This design comes from an exercise in tuning for small area, a short achievable clock period and few clock cycles on the open sky130 flow, not from production work.
Where RTL was checked, it was by simulation tests only, not by an equivalence proof against the original.
Only the layout flow was run in run 2; the RTL was not checked for function there.
Power is estimated from default activity; no workload was simulated.

## run.sh

```bash
#!/bin/bash
# synth_recipe.tcl (not shown) runs the flow's synth.tcl, then flattens the netlist and writes it again
# the make line also repeats each setting of config.mk as NAME=value (left out here)
make -C /OpenROAD-flow-scripts/flow DESIGN_CONFIG=/design/flow/config.mk WORK_HOME=/design/flow/orfs CLKGATE_MAP_FILE= SYNTH_SCRIPT=/design/flow/synth_recipe.tcl finish
```

## config.mk

```make
export PLATFORM = sky130hd
export DESIGN_NAME = conv_engine
export DESIGN_NICKNAME = conv_engine
export VERILOG_FILES = /design/flow/design.v
export SDC_FILE = /design/flow/constraint.sdc
export NUM_CORES = 4
export LEC_CHECK = 0
export CAP_MARGIN = 20
export CORE_MARGIN = 2
export CORE_UTILIZATION = 40
export SLEW_MARGIN = 20
```

## constraint.sdc

```tcl
create_clock -name core_clock -period 10.0 [get_ports {clk}]
set_input_delay 2.0000 -clock core_clock [delete_from_list [all_inputs] [get_ports {clk}]]
set_output_delay 2.0000 -clock core_clock [all_outputs]
set_load 0.01 [all_outputs]
```

## design.v

```verilog
module iterator(
	clk,
	reset,
	en_ctrl, 
	i, 
	j, 
	k,
	l,
	m, 
	n,
	en_sum,
	en_save,
	fin_r,
	in_row,
	in_col
);
	parameter [8-1:0] CONV_DIM_IMG    = 32;  
	parameter [8-1:0] CONV_DIM_OUT    = 32;  
	parameter [8-1:0] CONV_DIM_KERNEL = 5;   
	parameter [8-1:0] CONV_OUT_CH     = 32;  
	parameter [8-1:0] CONV_DIM_CH     = 3;
	parameter [8-1:0] STRIDE          = 1;
	parameter [8-1:0] PADDING         = 2;
	input clk;
	input en_ctrl;
	input reset;
	output en_sum;
	output en_save;
	output reg fin_r;
	output reg [8-1:0] i;
	output reg [8-1:0] j; 
	output reg [8-1:0] k; 
	output reg [8-1:0] m; 
	output reg [8-1:0] n; 
	output reg [8-1:0] l; 
	output signed [8-1:0]  in_row, in_col;
	reg fin, finish;
	wire cond;
	assign in_row = (STRIDE * j) + m - PADDING;
	assign in_col = (STRIDE * k) + n - PADDING;
	assign cond   = en_ctrl & ~fin_r;
	assign en_sum = (en_ctrl && (l < CONV_DIM_CH) && (in_row >= 8'd0 && in_col >= 8'd0 && in_row < CONV_DIM_IMG && in_col < CONV_DIM_IMG)) ? 1'b1 : 1'b0;
	assign en_save = (m > 8'd0 || n > 8'd0) ? 1'b0 : (j < 8'd2) ? 1'd1 : (l == 8'd0) ? 1'd1 : 1'b0; 
	always @(posedge clk) begin
		if(reset) begin
			fin <= 0;
			fin_r <= 0;
		end else begin
			fin <= finish;
			fin_r <= fin;
		end
	end
	always @(posedge clk) begin
		if(reset) begin
			i <= 0;
			j <= 0;
			k <= 0;
			l <= 0;
			m <= 0;
			n <= 0;
			finish <= 0;
		end else if(cond) begin
		    if(en_sum) begin
				l <= l + 8'd1;
			end else begin
				l <= 0;
				n <= n + 8'd1;
				if(n == (CONV_DIM_KERNEL-1)) begin
			    	n <= 8'b0;
			    	m <= m + 8'b1;
			    	if(m == (CONV_DIM_KERNEL-1)) begin
			    		m <= 0;
			       		k <= k + 8'b1;
			       		if(k == (CONV_DIM_OUT-1)) begin
			           		k <= 0;
			           		j <= j + 8'b1;
			           		if(j == (CONV_DIM_OUT-1)) begin
				           		j <= 0;
				           		i <= i + 8'b1;
				           		if(i == (CONV_OUT_CH-1)) begin
				            		i <= 0;
					          		finish <= 1;
				           		end
				   	    	end
			           	end
		           	end
			    end
			end
		end
	end
endmodule
module addr_generator(
    clk,
    reset,
    enable,
    en_save,
    i,
    j,
    k,
    l,
    m,
    n,
    s_addr,
    w_addr,
    b_addr,
    save_addr
);
    parameter [8-1:0] CONV_DIM_IMG    = 32;
	parameter [8-1:0] CONV_DIM_KERNEL = 5;
	parameter [8-1:0] CONV_DIM_CH     = 3;
    parameter [8-1:0] CONV_OUT_CH     = 32;
    parameter [8-1:0] CONV_DIM_OUT    = 32;
    parameter [8-1:0] STRIDE          = 1;
    parameter [8-1:0] PADDING         = 2;
    parameter [8-1:0] KSIZE           = 4;
    input clk;
    input reset;
    input enable;
    input en_save;
    input [8-1:0] i;
    input [8-1:0] j;
    input [8-1:0] k;
    input [8-1:0] m;
    input [8-1:0] n;
    input [8-1:0] l;
    output reg [16-1:0] s_addr;
    output reg [16-1:0] w_addr;
    output reg [16-1:0] save_addr;
    output reg [16-1:0] b_addr;
    always @(posedge clk) begin
        if(reset) begin
            s_addr <= 0;
            w_addr <= 0;
            b_addr <= 0;
        end else if(enable) begin
            s_addr <= (((((STRIDE * j) + m - PADDING) * CONV_DIM_IMG) + ((STRIDE * k) + n - PADDING)) * CONV_DIM_CH) + l;
            w_addr <= (i * CONV_DIM_CH * CONV_DIM_KERNEL * CONV_DIM_KERNEL) + (((m * CONV_DIM_KERNEL) + (n)) * CONV_DIM_CH) + l;
            b_addr <= i;
        end
    end
    reg [7:0] i_r, j_r, k_r;
    reg [7:0] i_r1, j_r1, k_r1;
    always @(posedge clk) begin
        if (reset) begin
            i_r <= 0;
            j_r <= 0;
            k_r <= 0;
            i_r1 <= 0;
            j_r1 <= 0;
            k_r1 <= 0;
        end else begin
            i_r  <= i;
            i_r1 <= i_r;
            j_r <= j;
            j_r1 <= j_r;
            k_r <= k;
            k_r1 <= k_r;
        end
    end
    always @(posedge clk) begin
        if (reset) begin
            save_addr <= 0;
        end else if(en_save) begin
            if (j == 0 && k == 0) begin
                save_addr <= i_r1 + (((j_r1 * CONV_DIM_OUT) + (k_r1)) * CONV_OUT_CH);
            end else begin
                save_addr <= i + (((j * CONV_DIM_OUT) + (k[KSIZE:0]-1'b1)) * CONV_OUT_CH);
            end
        end
    end
endmodule  
module conv_ctrl(
    clk,
    reset,
    en_ctrl,
    s_addr,
    w_addr,
    b_addr,
    save_addr,
    en_sum,
    en_save,
    en_write,
    s_convout,
    en_sat,
    en_mac,
    en_mult_r,
    finish
);
    parameter [8-1:0] CONV_DIM_IMG    = 32;
    parameter [8-1:0] CONV_DIM_OUT    = 32;    
    parameter [8-1:0] CONV_DIM_KERNEL = 5;     
    parameter [8-1:0] CONV_DIM_CH     = 3;    
    parameter [8-1:0] CONV_OUT_CH     = 32;   
    parameter [8-1:0] STRIDE          = 1;    
    parameter [8-1:0] PADDING         = 2;    
    parameter [8-1:0] KSIZE           = 4;
    localparam [2:0] START     = 0;
    localparam [2:0] ITERATING = 1;
    localparam [2:0] SAVE      = 2;
    localparam [2:0] END       = 3;
    input clk;
    input reset;
    input en_ctrl;
    output [16-1:0] s_addr;
    output [16-1:0] w_addr;
    output [16-1:0] save_addr;
    output [16-1:0] b_addr;
    output finish;
    output en_sum, en_save;
    output en_mult_r;
    output reg en_write, en_mac, en_sat, s_convout;
    wire [8-1:0] i, j, k, l, m, n;
    wire signed [8-1:0] in_row, in_col;
    reg en_read;
    assign en_mult_r = (k >= 8'd2 || j == 8'd2) ? 1'b1 
                     : (k == 8'd1 || j == 8'd1) ? 1'b0 
                     : (m > 8'd0  || n > 8'd0) ? 1'b0 : 1'b1; 
    always @(posedge clk) begin
        if (reset) begin
            en_read   <= 1'b0;
            en_write  <= 1'b0;
            s_convout <= 1'b0;
            en_mac    <= 1'b0; 
            en_sat    <= 1'b0;
        end else if (en_ctrl) begin
            en_read   <= en_sum;
            en_mac    <= en_read;
            s_convout <= en_save;
            en_sat    <= en_save;
            en_write  <= en_sat;
        end
    end
    iterator #(
        .CONV_DIM_IMG(CONV_DIM_IMG),
        .CONV_DIM_OUT(CONV_DIM_OUT),
        .CONV_DIM_KERNEL(CONV_DIM_KERNEL),
        .CONV_OUT_CH(CONV_OUT_CH),
        .CONV_DIM_CH(CONV_DIM_CH),
        .STRIDE(STRIDE),
        .PADDING(PADDING)
    ) iter (
        .clk(clk),
        .reset(reset),
        .en_ctrl(en_ctrl),
        .i(i),
        .j(j),
        .k(k),
        .l(l),
        .m(m),
        .n(n),
        .en_sum(en_sum),
        .en_save(en_save),    
        .fin_r(finish),
        .in_row(in_row),
        .in_col(in_col)
    );
    addr_generator #(
        .CONV_DIM_IMG(CONV_DIM_IMG),
        .CONV_DIM_KERNEL(CONV_DIM_KERNEL),
        .CONV_DIM_CH(CONV_DIM_CH),
        .CONV_DIM_OUT(CONV_DIM_OUT),
        .CONV_OUT_CH(CONV_OUT_CH),
        .STRIDE(STRIDE),
        .PADDING(PADDING),
        .KSIZE(KSIZE)
    ) address_generator (
        .clk(clk),
        .reset(reset),
        .enable(en_sum),
        .en_save(s_convout),
        .i(i),
        .j(j),
        .k(k),
        .l(l),
        .m(m),
        .n(n),
        .s_addr(s_addr),
        .w_addr(w_addr),
        .b_addr(b_addr),
        .save_addr(save_addr)
    );
endmodule
module sig_altmult_accum
(
	input [7:0] dataa,
	input [7:0] datab,
	input clk, aclr, clken, sload,
	output signed [17:0] adder_out
);
	reg	signed [17:0] old_result;
	reg signed [17:0] accum_out;
	wire signed [17:0] multa;
	reg sload_reg;
	assign multa = $signed(dataa) * $signed(datab);
	always @ (accum_out, sload_reg)
	begin
		if (sload_reg)
			old_result <= 0;
		else
			old_result <= accum_out;
	end
	assign adder_out = accum_out;
	always @ (posedge clk)
	begin
		if (aclr)
		begin
			sload_reg <= 0;
			accum_out <= 0;
		end
		else if (clken)
		begin
			sload_reg <= sload;
			accum_out <= old_result + multa;
		end
	end
endmodule
module convolve(
    clk,
    reset,
    clken,
    s_convout,
    en_sat,
    en_mult_r,
    bias,
    signal,
    weight,
    convout
);
    parameter BIAS_SHIFT = 6;
    parameter OUT_SHIFT  = 9;
    input  clk, reset, clken, s_convout, en_sat, en_mult_r;
    input  [7:0] signal, weight;
    input  [7:0] bias;
    output wire signed [7:0] convout;
    wire signed [17:0] adder_out;
    reg signed  [17:0] conv_temp;
    sig_altmult_accum mac(
        .clk(clk),
        .aclr(reset | s_convout),
        .clken(clken),
        .sload(s_convout),
        .dataa(signal),
        .datab(weight),
        .adder_out(adder_out)
    );
    reg signed [17:0] multa_r;
    always @(posedge clk) begin
        if(reset) begin
            multa_r <= 18'b0;
        end else if(en_mult_r) begin
            if (clken && s_convout) begin
                multa_r <= $signed(signal) * $signed(weight);
            end
        end else begin
            multa_r <= 18'b0;
        end
    end
    always @(posedge clk) begin
        if(reset) begin
            conv_temp <= 18'b0;
        end else if(en_sat) begin
            conv_temp <= (adder_out + multa_r + ($signed(bias) <<< BIAS_SHIFT)) >>> OUT_SHIFT;
        end
    end
    assign convout = (conv_temp >  18'sd127) ?  8'd127  :
                     (conv_temp < -18'sd128) ? -8'd128  : conv_temp[7:0];
endmodule
module conv_engine(
    input         clk,
    input         reset,
    input         en_ctrl,
    output [15:0] s_addr,
    output [15:0] w_addr,
    output [15:0] b_addr,
    input  [7:0]  signal,
    input  [7:0]  weight,
    input  [7:0]  bias,
    output [15:0] save_addr,
    output [7:0]  convout,
    output        en_write,
    output        finish
);
    wire s_convout, en_save, en_sum;
    wire en_mac, en_sat, en_mult_r;
    conv_ctrl groundctrl (
        .clk(clk),
        .reset(reset),
        .en_ctrl(en_ctrl),
        .s_addr(s_addr),
        .w_addr(w_addr),
        .b_addr(b_addr),
        .save_addr(save_addr),
        .en_sum(en_sum),
        .en_save(en_save),
        .en_write(en_write),
        .s_convout(s_convout),
        .en_sat(en_sat),
        .en_mac(en_mac),
        .en_mult_r(en_mult_r),
        .finish(finish)
    );
    convolve conv (
        .clk(clk),
        .reset(reset),
        .clken(en_mac),
        .s_convout(en_write),
        .en_sat(en_sat),
        .en_mult_r(en_mult_r),
        .bias(bias),
        .signal(signal),
        .weight(weight),
        .convout(convout)
    );
endmodule
```

==> flow_summary.ini, run 1 <==
[outcome]
outcome = finished clean

[detailed_routing]
wirelength_mm = 40.69
ant_nets = 0
drc = 0
via_count = 13850
drt_iter0_drc = 760
post_drt_wl_per_cell_um = 15.04
dr.pass1.iters = 5
drt-vias-per-instance = 5.118

[floorplan]
start_util = 0.4069
core_area_sq_um = 43170
dieArea_sq_um = 45600
die_h_um = 213.6
rows = 76
io-pin-count = 101
die_w_um = 213.6

[cells_and_area]
final_cells = 2705
nets = 2484
utilization = 0.4535
area_growth_syn_to_layout_pct = 11.47
largest_reg_flops = 18
antenna_cells = 0
drive_above_1_share = 0.02877
regMostFlops = conv.mac.accum_out

[placed_design]
io_buffers = 92
routabilityCongestion = 0.8439
dpl.cell_count = 2673
hpwl_mm = 32.46

[hold_path]
hold_start = groundctrl.address_generator.i_r[1]
hold_path_class = flip-flop to flip-flop

[critical_path]
cp-end-kind = flip-flop
startpoint_type = primary input
criticalPathCategory = primary input to flip-flop
endpoint = conv.mac.accum_out[17]
rrSetupSlack_ns = 3.05
crit_arrival_ns = 8.66
rr_endpoint = groundctrl.address_generator.w_addr[15]
path_max_fanout = 8
rr_worst_depth = 24
r2r-start = groundctrl.iter.i[0]
startpoint = weight[4]
required_ns = 10.37

[global_routing]
grt_pass1_wl_mm = 67.52
grt_pass1_vias = 13490
overflow = 0
grt_max_degree = 86
grtUsageTotal = 0.1845
antenna_found_initial = 1

[sta]
fmax_mhz = 120.6
finalMaxSlewViolations = 0
min_period_over_period = 0.8291
tns_ns = 0
grt_setup_unrepaired = no
tightest_slew_ns = 0.9555
fin_skew_ns = 0.01931
hold_ws_ns = 0.4388
maxSlewHeadroom = 0.3581
setup_violations = 0
hold_viol = 0
fin_crit_ns = 8.291

[clock_tree]
htree_levels = 4
numClockSinks = 199
cts_tree = yes
insertion_delay_ns = 0.47
root_buffer = clkbuf_16
cts_made_buffers = 17
clk_pin_slew_ns = 0.09
post_cts_buffers = 0
holdBufCountCts = 0
post_cts_resized = 0
cts_buffer_depth = 2

[synthesis]
synth-simple-area-share = 0.1684
synth_edf_count = 0
synth_area_sq_um = 17560
ys_seq_elements = 199
synth_compound_area_frac = 0.1380
yosysMostFrequentCell = inv_1
synth_common_cells = inv_1 (261), ha_1 (231), dfxtp_1 (199)
synth-xor-area-share = 0.07394
synth_adder_area_share = 0.3008
ys_async_sr_fraction = 0
synth_largest_area_cell = dfxtp_1
synth.area.top_cells = dfxtp_1 (23%), ha_1 (16%), fa_1 (14%)
synth_top_area_share = 0.2268
synth_top_family_by_area = adder cells
synthMuxAreaShare = 0.01667
yosys_warnings = 5
syn_area_per_cell_sq_um = 8.572
ys_seq_area_frac = 0.2268
ys_types = 77
synth_cells = 2049
synth_flop_cell = dfxtp_1

[pwr]
power.density_nw_per_um2 = 147.1
finalPower_w = 0.002881
p_leak_nw = 8.695
vdd_drop_max_uv = 104.1

[run]
maxCapViolations = 0
[routing by layer]
metal,routed length [um],track usage,vias up
li1,-,-,6966
met1,20280,0.2617,6653
met2,18560,0.2975,198
met3,1312,0.02343,28
met4,538,0.04646,0
met5,0,0,-
[where the power goes]
group | switching (W) | total, W | internal (W)
sequential | 0.0000105 | 0.000810 | 0.000799
combinational | 0.000754 | 0.00135 | 0.000591
clock | 0.000346 | 0.000726 | 0.000380
total | 0.00111 | 0.00288 | 0.00177
[final cells by class]
class,instances,area (sq um)
fill,4305,23590
multi-input combinational,1526,12290
clock buffer,18,429.2
inverter,262,983.4
tap,585,732.0
clock inverter,14,178.9
timing repair buffer,101,985.9
sequential,199,3984
[cells in the final DEF (no fill, tap or decap), types with 7 or more instances in the layout]
cell type	synthesis	final
a21oi_1	149	149
ha_1	231	231
nand3_1	41	41
o21ai_0	57	57
nand2_1	180	180
dfxtp_1	199	199
nor4_1	7	7
nand3b_1	7	7
and2_1	38	38
nor2_1	161	161
inv_1	261	261
nand2b_1	22	22
o21bai_1	16	16
a311oi_1	9	9
or3_1	21	21
clkbuf_16	0	17
o31ai_1	8	8
a211oi_1	21	21
o211ai_1	7	7
nand4_1	13	13
xnor2_1	105	105
fa_1	119	119
nor2b_1	54	54
a21o_1	38	38
xor2_1	38	38
and3_1	11	11
buf_4	10	10
o21a_1	12	12
mux2i_1	27	27
a2111oi_0	8	8
clkdlybuf4s50_1	0	91
conb_1	1	8
nor3_1	36	36
[per-stage QoR]
stage	cell area, sq um	setup WS [ns]
floorplan	17590	2.654
global placement	18970	1.552
CTS	19580	1.761
detailed placement	18970	1.270
global route	19580	1.186
finish	19580	1.709
[logic make-up after synthesis]
family | after synthesis
adder cells (fa/ha/maj) | 351
XOR/XNOR | 145
AO/OA/AOI/OAI | 379
multiplexers | 29
other | 1
AND/OR/NAND/NOR | 614
flip-flops | 199
buffers and inverters | 331
[how the worst min path moves through the flow]
| stage | to | slack [ns] | depth (start not counted) |
|---|---|---|---|
| global placement | groundctrl.address_generator.i_r1[4] | 0.42 | 1 |
| finish | groundctrl.address_generator.i_r1[1] | 0.44 | 1 |
| detailed placement | groundctrl.address_generator.i_r1[3] | 0.42 | 1 |
| floorplan | groundctrl.address_generator.i_r1[0] | 0.41 | 1 |
| global route | groundctrl.address_generator.i_r1[6] | 0.45 | 1 |
| CTS | groundctrl.address_generator.i_r1[3] | 0.44 | 1 |
[worst max-delay path, stage by stage]
cell and delay [ns]:
clkdlybuf4s50_1 0.65, nand2_1 0.13, fa_1 0.47, fa_1 0.57
fa_1 0.44, fa_1 0.55, inv_1 0.04, ha_1 0.33
a21o_1 0.17, a21oi_1 0.22, o21bai_1 0.09, a21oi_1 0.23
o21ai_0 0.17, a21oi_1 0.29, xnor2_1 0.11, ha_1 0.36
nand2_1 0.09, a2111oi_0 0.62, o31ai_1 0.28, o311ai_0 0.45
a21oi_1 0.12, a31o_2 0.27
Testbench counts, summed over its fixed seeds: cycles 9,287,817.
==> inputs of run 2 (changes only) <==
==> design.v (replaced) <==
module conv_engine(
    input         clk,
    input         reset,
    input         en_ctrl,
    output [15:0] s_addr,
    output [15:0] w_addr,
    output [15:0] b_addr,
    input  [7:0]  signal,
    input  [7:0]  weight,
    input  [7:0]  bias,
    output [15:0] save_addr,
    output [7:0]  convout,
    output        en_write,
    output        finish
);
    reg        go;           
    reg        done;         
    reg        stall;        
    reg [11:0] sa, wa;       
    reg [3:0]  k;            
    reg [2:0]  r;            
    reg        inb;          
    reg [4:0]  o, x, y;      
    wire x0 = (x == 5'd0), x1 = (x == 5'd1), x30 = (x == 5'd30), x31 = (x == 5'd31);
    wire y0 = (y == 5'd0), y1 = (y == 5'd1), y30 = (y == 5'd30), y31 = (y == 5'd31);
    wire [3:0] klast = (x0 | x31) ? 4'd8 : (x1 | x30) ? 4'd11 : 4'd14;
    wire [2:0] rlast = (y0 | y31) ? 3'd2 : (y1 | y30) ? 3'd3 : 3'd4;
    wire kend = (k == klast);
    wire rend = (r == rlast);
    wire [11:0] ds_row = (x0 | x31) ? 12'd88 : (x1 | x30) ? 12'd85 : 12'd82;
    wire [11:0] dw_row = (x0 | x31) ? 12'd7  : (x1 | x30) ? 12'd4  : 12'd1;
    wire [11:0] ds_rows = (y0 | y31) ? 12'd192 : (y1 | y30) ? 12'd288 : 12'd384;
    wire [11:0] dw_rows = (y0 | y31) ? 12'd30  : (y1 | y30) ? 12'd45  : 12'd60;
    wire [11:0] ds_back = -(ds_rows + {8'd0, klast});
    wire [11:0] dw_back = 12'd75 - (dw_rows + {8'd0, klast});
    wire [11:0] ds_pos = x31 ? ((y0 | y1) ? -12'd87 : 12'd9) : ((x0 | x1) ? 12'd0 : 12'd3);
    wire [11:0] dw_pos = x31 ? ((y0 | y1) ? -12'd9 : 12'd6) : ((x0 | x1) ? -12'd3 : 12'd0);
    wire adv = go & ~done & ~stall;
    wire last_out = (o == 5'd31);
    wire last_pos = x31 & y31;
    reg [11:0] ds, dw;
    always @* begin
        if (inb) begin
            ds = ds_back + (last_out ? ds_pos : 12'd0);
            dw = dw_back + (last_out ? (dw_pos - 12'd2400) : 12'd0);
        end else if (~kend) begin
            ds = 12'd1;
            dw = 12'd1;
        end else if (~rend) begin
            ds = ds_row;
            dw = dw_row;
        end else begin
            ds = 12'd0;
            dw = 12'd0;
        end
    end
    reg first1, b1, first2, b2, b3, wr_en, fin;
    always @(posedge clk) begin
        if (reset) begin
            go <= 1'b0;
            done <= 1'b0;
            stall <= 1'b0;
            sa <= 12'd0;
            wa <= 12'd36;
            k <= 4'd0;
            r <= 3'd0;
            inb <= 1'b0;
        end else begin
            go <= en_ctrl;
            if (adv) begin
                sa <= sa + ds;
                wa <= wa + dw;
                if (inb) begin
                    inb <= 1'b0;
                    k <= 4'd0;
                    r <= 3'd0;
                    if (last_out) begin
                        stall <= 1'b1;
                        if (last_pos) done <= 1'b1;
                    end
                end else if (~kend) begin
                    k <= k + 4'd1;
                end else if (~rend) begin
                    k <= 4'd0;
                    r <= r + 3'd1;
                end else begin
                    inb <= 1'b1;
                end
            end
            if (wr_en & last_out) stall <= 1'b0;
        end
    end
    always @(posedge clk) begin
        if (reset) begin
            o <= 5'd0;
            x <= 5'd0;
            y <= 5'd0;
        end else if (wr_en) begin
            o <= o + 5'd1;
            if (last_out) begin
                x <= x + 5'd1;
                if (x31) y <= y + 5'd1;
            end
        end
    end
    reg  [7:0]  sr, wr;
    reg  [17:0] acc;
    reg  [7:0]  cout_r;
    wire [15:0] prod = $signed(sr) * $signed(wr);
    wire [8:0]  t = acc[17:9];
    always @(posedge clk) begin
        sr <= b1 ? bias : signal;
        wr <= b1 ? 8'd64 : weight;
        acc <= (first2 ? 18'd0 : acc) + {{2{prod[15]}}, prod};
        cout_r <= (t[8] != t[7]) ? {t[8], {7{~t[8]}}} : t[7:0];
    end
    always @(posedge clk) begin
        if (reset) begin
            first1 <= 1'b0;
            b1 <= 1'b0;
            first2 <= 1'b0;
            b2 <= 1'b0;
            b3 <= 1'b0;
            wr_en <= 1'b0;
            fin <= 1'b0;
        end else begin
            first1 <= adv & ~inb & (k == 4'd0) & (r == 3'd0);
            b1 <= adv & inb;
            first2 <= first1;
            b2 <= b1;
            b3 <= b2;
            wr_en <= b3;
            if (b3 & last_out & last_pos) fin <= 1'b1;
        end
    end
    assign s_addr = {4'd0, sa};
    assign w_addr = {4'd0, wa};
    assign b_addr = {11'd0, o};
    assign save_addr = {1'b0, y, x, o};
    assign convout = cout_r;
    assign en_write = wr_en;
    assign finish = fin;
endmodule
==> run 2 against run 1 <==
  * Still clean on timing, DRC and antenna
  * Synthesized cell count fell by 47%
  * First-iteration DRC count fell by 56%
  * Sequential share of layout area decreased by 1.5 points
  * Power decreased by 7.9%
  * Clock skew is 0.0086 ns lower
  * Non-clock buffer count fell by 17
  * Die area down 47%
  * Maximum frequency is 34% higher
  * Cell count is 47% lower
  * Utilization increased by 1.1 points
  * Largest cell class unchanged
==> flow_summary.ini, run 2 <==
[detailed_routing]
drt_iter0_drc = 335
post_drt_wl_per_cell_um = 13.98
via_count = 7317
dr.pass1.iters = 4
drc = 0
ant_nets = 0
drt-vias-per-instance = 5.113
wirelength_mm = 20.01

[clock_tree]
numClockSinks = 99
cts_buffer_depth = 2
holdBufCountCts = 0
clk_pin_slew_ns = 0.08
insertion_delay_ns = 0.36
post_cts_buffers = 0
cts_tree = yes
root_buffer = clkbuf_16
cts_made_buffers = 9
post_cts_resized = 0
htree_levels = 3

[synthesis]
synth_top_area_share = 0.2143
ys_async_sr_fraction = 0
synth_area_sq_um = 9249
synth_edf_count = 0
ys_seq_area_frac = 0.2143
synth_flop_cell = dfxtp_1
synth_cells = 1078
syn_area_per_cell_sq_um = 8.580
yosysMostFrequentCell = inv_1
yosys_warnings = 1
ys_types = 70
ys_seq_elements = 99
synth.area.top_cells = dfxtp_1 (21%), ha_1 (15%), fa_1 (13%)
synth_largest_area_cell = dfxtp_1
synth_common_cells = inv_1 (127), ha_1 (111), dfxtp_1 (99)

[critical_path]
cpMostUsedCell = ha_1
criticalPathCategory = flip-flop to flip-flop
rrSetupSlack_ns = 3.80
path_cells = ha_1, and3_1, ha_1, a21oi_1, o21ai_0, inv_1, ha_1, inv_1, ha_1, fa_1, nor3b_4, o21bai_1, ha_1, o21ai_0, nor2_1, a211oi_1, ha_1, a2111oi_0, nor3_1, o31ai_1, a21oi_1, or4_1, a21oi_1
cp_slowest_stage_delay_ns = 0.54
cpLargestDelayFamily = compound AO/OA/AOI/OAI gates
critPathSlowestCell = a21oi_1
crit_arrival_ns = 6.48
startpoint_type = flip-flop
crit_buf_inv = 2
cp-end-kind = flip-flop
path_max_fanout = 7
required_ns = 10.28

[outcome]
outcome = finished clean

[sta]
hold_viol = 0
maxSlewHeadroom = 0.4489
min_period_over_period = 0.6201
tightest_slew_ns = 0.8152
fin_skew_ns = 0.01067
fin_crit_ns = 6.201
grt_setup_unrepaired = no
tns_ns = 0
finalMaxSlewViolations = 0
fmax_mhz = 161.3
setup_violations = 0

[global_routing]
antenna_found_initial = 0
met1_usage = 0.1903
grt_pass1_wl_mm = 34.40
grt_use_met3 = 0.03444
met2_usage = 0.3413
grt_pass1_vias = 7512
grt_max_degree = 58
grt_busiest_layer = met2
grtUsageTotal = 0.1735
overflow = 0

[placed_design]
routabilityCongestion = 0.8251
placed_area_sq_um = 10210
hpwl_mm = 15.51
dpl.cell_count = 1415
io_buffers = 80

[floorplan]
rows = 55
io-pin-count = 101
die_w_um = 156.1
core_area_sq_um = 22640
start_util = 0.4085
dieArea_sq_um = 24350
die_h_um = 156.1

[cells_and_area]
final_cells = 1431
regMostFlops = acc
design_area_sq_um = 10510
final_cell_mix = inv_1 (127), ha_1 (111), dfxtp_1 (99)
area_growth_syn_to_layout_pct = 13.62
nets = 1340
largest_reg_flops = 18
drive_above_1_share = 0.04101
fillers = 2275
antenna_cells = 0
top_regs = acc: 18 flops, sa: 12 flops, wa: 12 flops
layout_commonest_cell = inv_1

[pwr]
p_int_w = 0.001527
swShare = 0.4246
p_leak_nw = 4.723
p_clk_frac = 0.138
vdd_drop_max_uv = 224.9
power.density_nw_per_um2 = 252.5
switching_power_w = 0.001127
p_seq_frac = 0.195
comb_power_share = 0.666

[run]
maxCapViolations = 0

[hold_path]
hold_path_class = flip-flop to flip-flop
-- run 2: per-stage QoR --
stage	setup WS, ns	utilization	hold WS, ns	power, W
after global routing	3.167	0.4642	0.4681	0.002950
after global placement	4.010	0.4509	0.4231	0.002283
after CTS	3.773	0.4642	0.4400	0.002693
final	3.799	0.4642	0.4347	0.002653
after detailed placement	3.818	0.4509	0.4245	0.002310
after floorplan	4.557	-	0.4138	0.001975
-- run 2: power by group through the flow --
stage	clock, W	sequential, W	combinational (W)
floorplan	0	0.000527	0.00145
global placement	0	0.000529	0.00175
detailed placement	0	0.000529	0.00178
CTS	0.000383	0.000520	0.00179
global route	0.000396	0.000526	0.00203
finish	0.000367	0.000518	0.00177
-- run 2: worst paths after layout --
check                             from      to  depth (start not counted)
worst max-delay path              y[0]  wa[11]                         23
worst min register to register  first1  first2                          1
worst max register to register    y[0]  wa[11]                         23
worst min-delay path            first1  first2                          1
-- run 2: area by class of cell --
type	count	area, sq um	area share
multi-input cells	818	6560	0.6242
flip-flops and latches	99	1982	0.1886
repair buffers	84	825.8	0.07858
inverters	129	484.2	0.04608
well taps	285	356.6	0.03393
clock buffers	10	229.0	0.02179
clock inverters	6	71.32	0.006787
-- run 2: worst reg2reg max path: cells and delay by family, from the launching register on --
family	cells	cell delay (ns)
buf+inv	2	0.22
fa+ha+maj	7	1.75
flops	1	0.36
compound gates	9	2.44
simple gates	5	1.35
-- run 2: layer usage --
layer | vias up | routed length, um | part of all wire
met2 | 78 | 10830 | 0.54
met3 | 18 | 536 | 0.027
met1 | 3525 | 8379 | 0.42
li1 | 3696 | - | -
met4 | 0 | 262 | 0.013
met5 | - | 0 | 0
-- run 2: kinds of logic (layout without fill, tap and decap cells) --
family                     Yosys count  count (layout)  synth area share
and+or+nand+nor                    341             341            0.1910
AOI/OAI and AO/OA                  199             199            0.1434
buffers and inverters              180             229           0.08415
adders and majority gates          173             173            0.2833
DFF                                 99              99            0.2143
xor gates and xnor gates            71              71           0.06724
muxes                               14              14           0.01623
other                                1              20         0.0004055

[re-timing with driven ports]
How much do the figures lean on ideal ports? The routed layouts below were timed once more, with nothing changed but the port constraints. Step 1: set_driving_cell puts a clkbuf_16 on clk and a buf_2 on each other input, an assumption about the parent block. Step 2 times the ports against the registers' clock, not the clock port: input delays grow and output delays shrink by t, the midpoint of the rising clock arrivals with the driver on. Three values: no drivers, after step 1, after step 2; two values: the first two.
run | t, ns | slack for setup (ns) | latest minus earliest clock arrival (ns) | slew at the worst register clock pin (ns) | worst data-port slew with drivers (ns)
run 1 | 0.511 | 1.709 / 1.738 / 1.227 | 0.019 / 0.020 | 0.09 / 0.09 | 0.04
run 2 | 0.395 | 3.799 / 3.799 / 3.799 | 0.011 / 0.010 | 0.08 / 0.08 | 0.04
After both steps setup and hold are still met in every run listed. The setup slack of run 1, which loses most, moves by +0.029 ns with the drivers and by -0.482 ns with both steps.
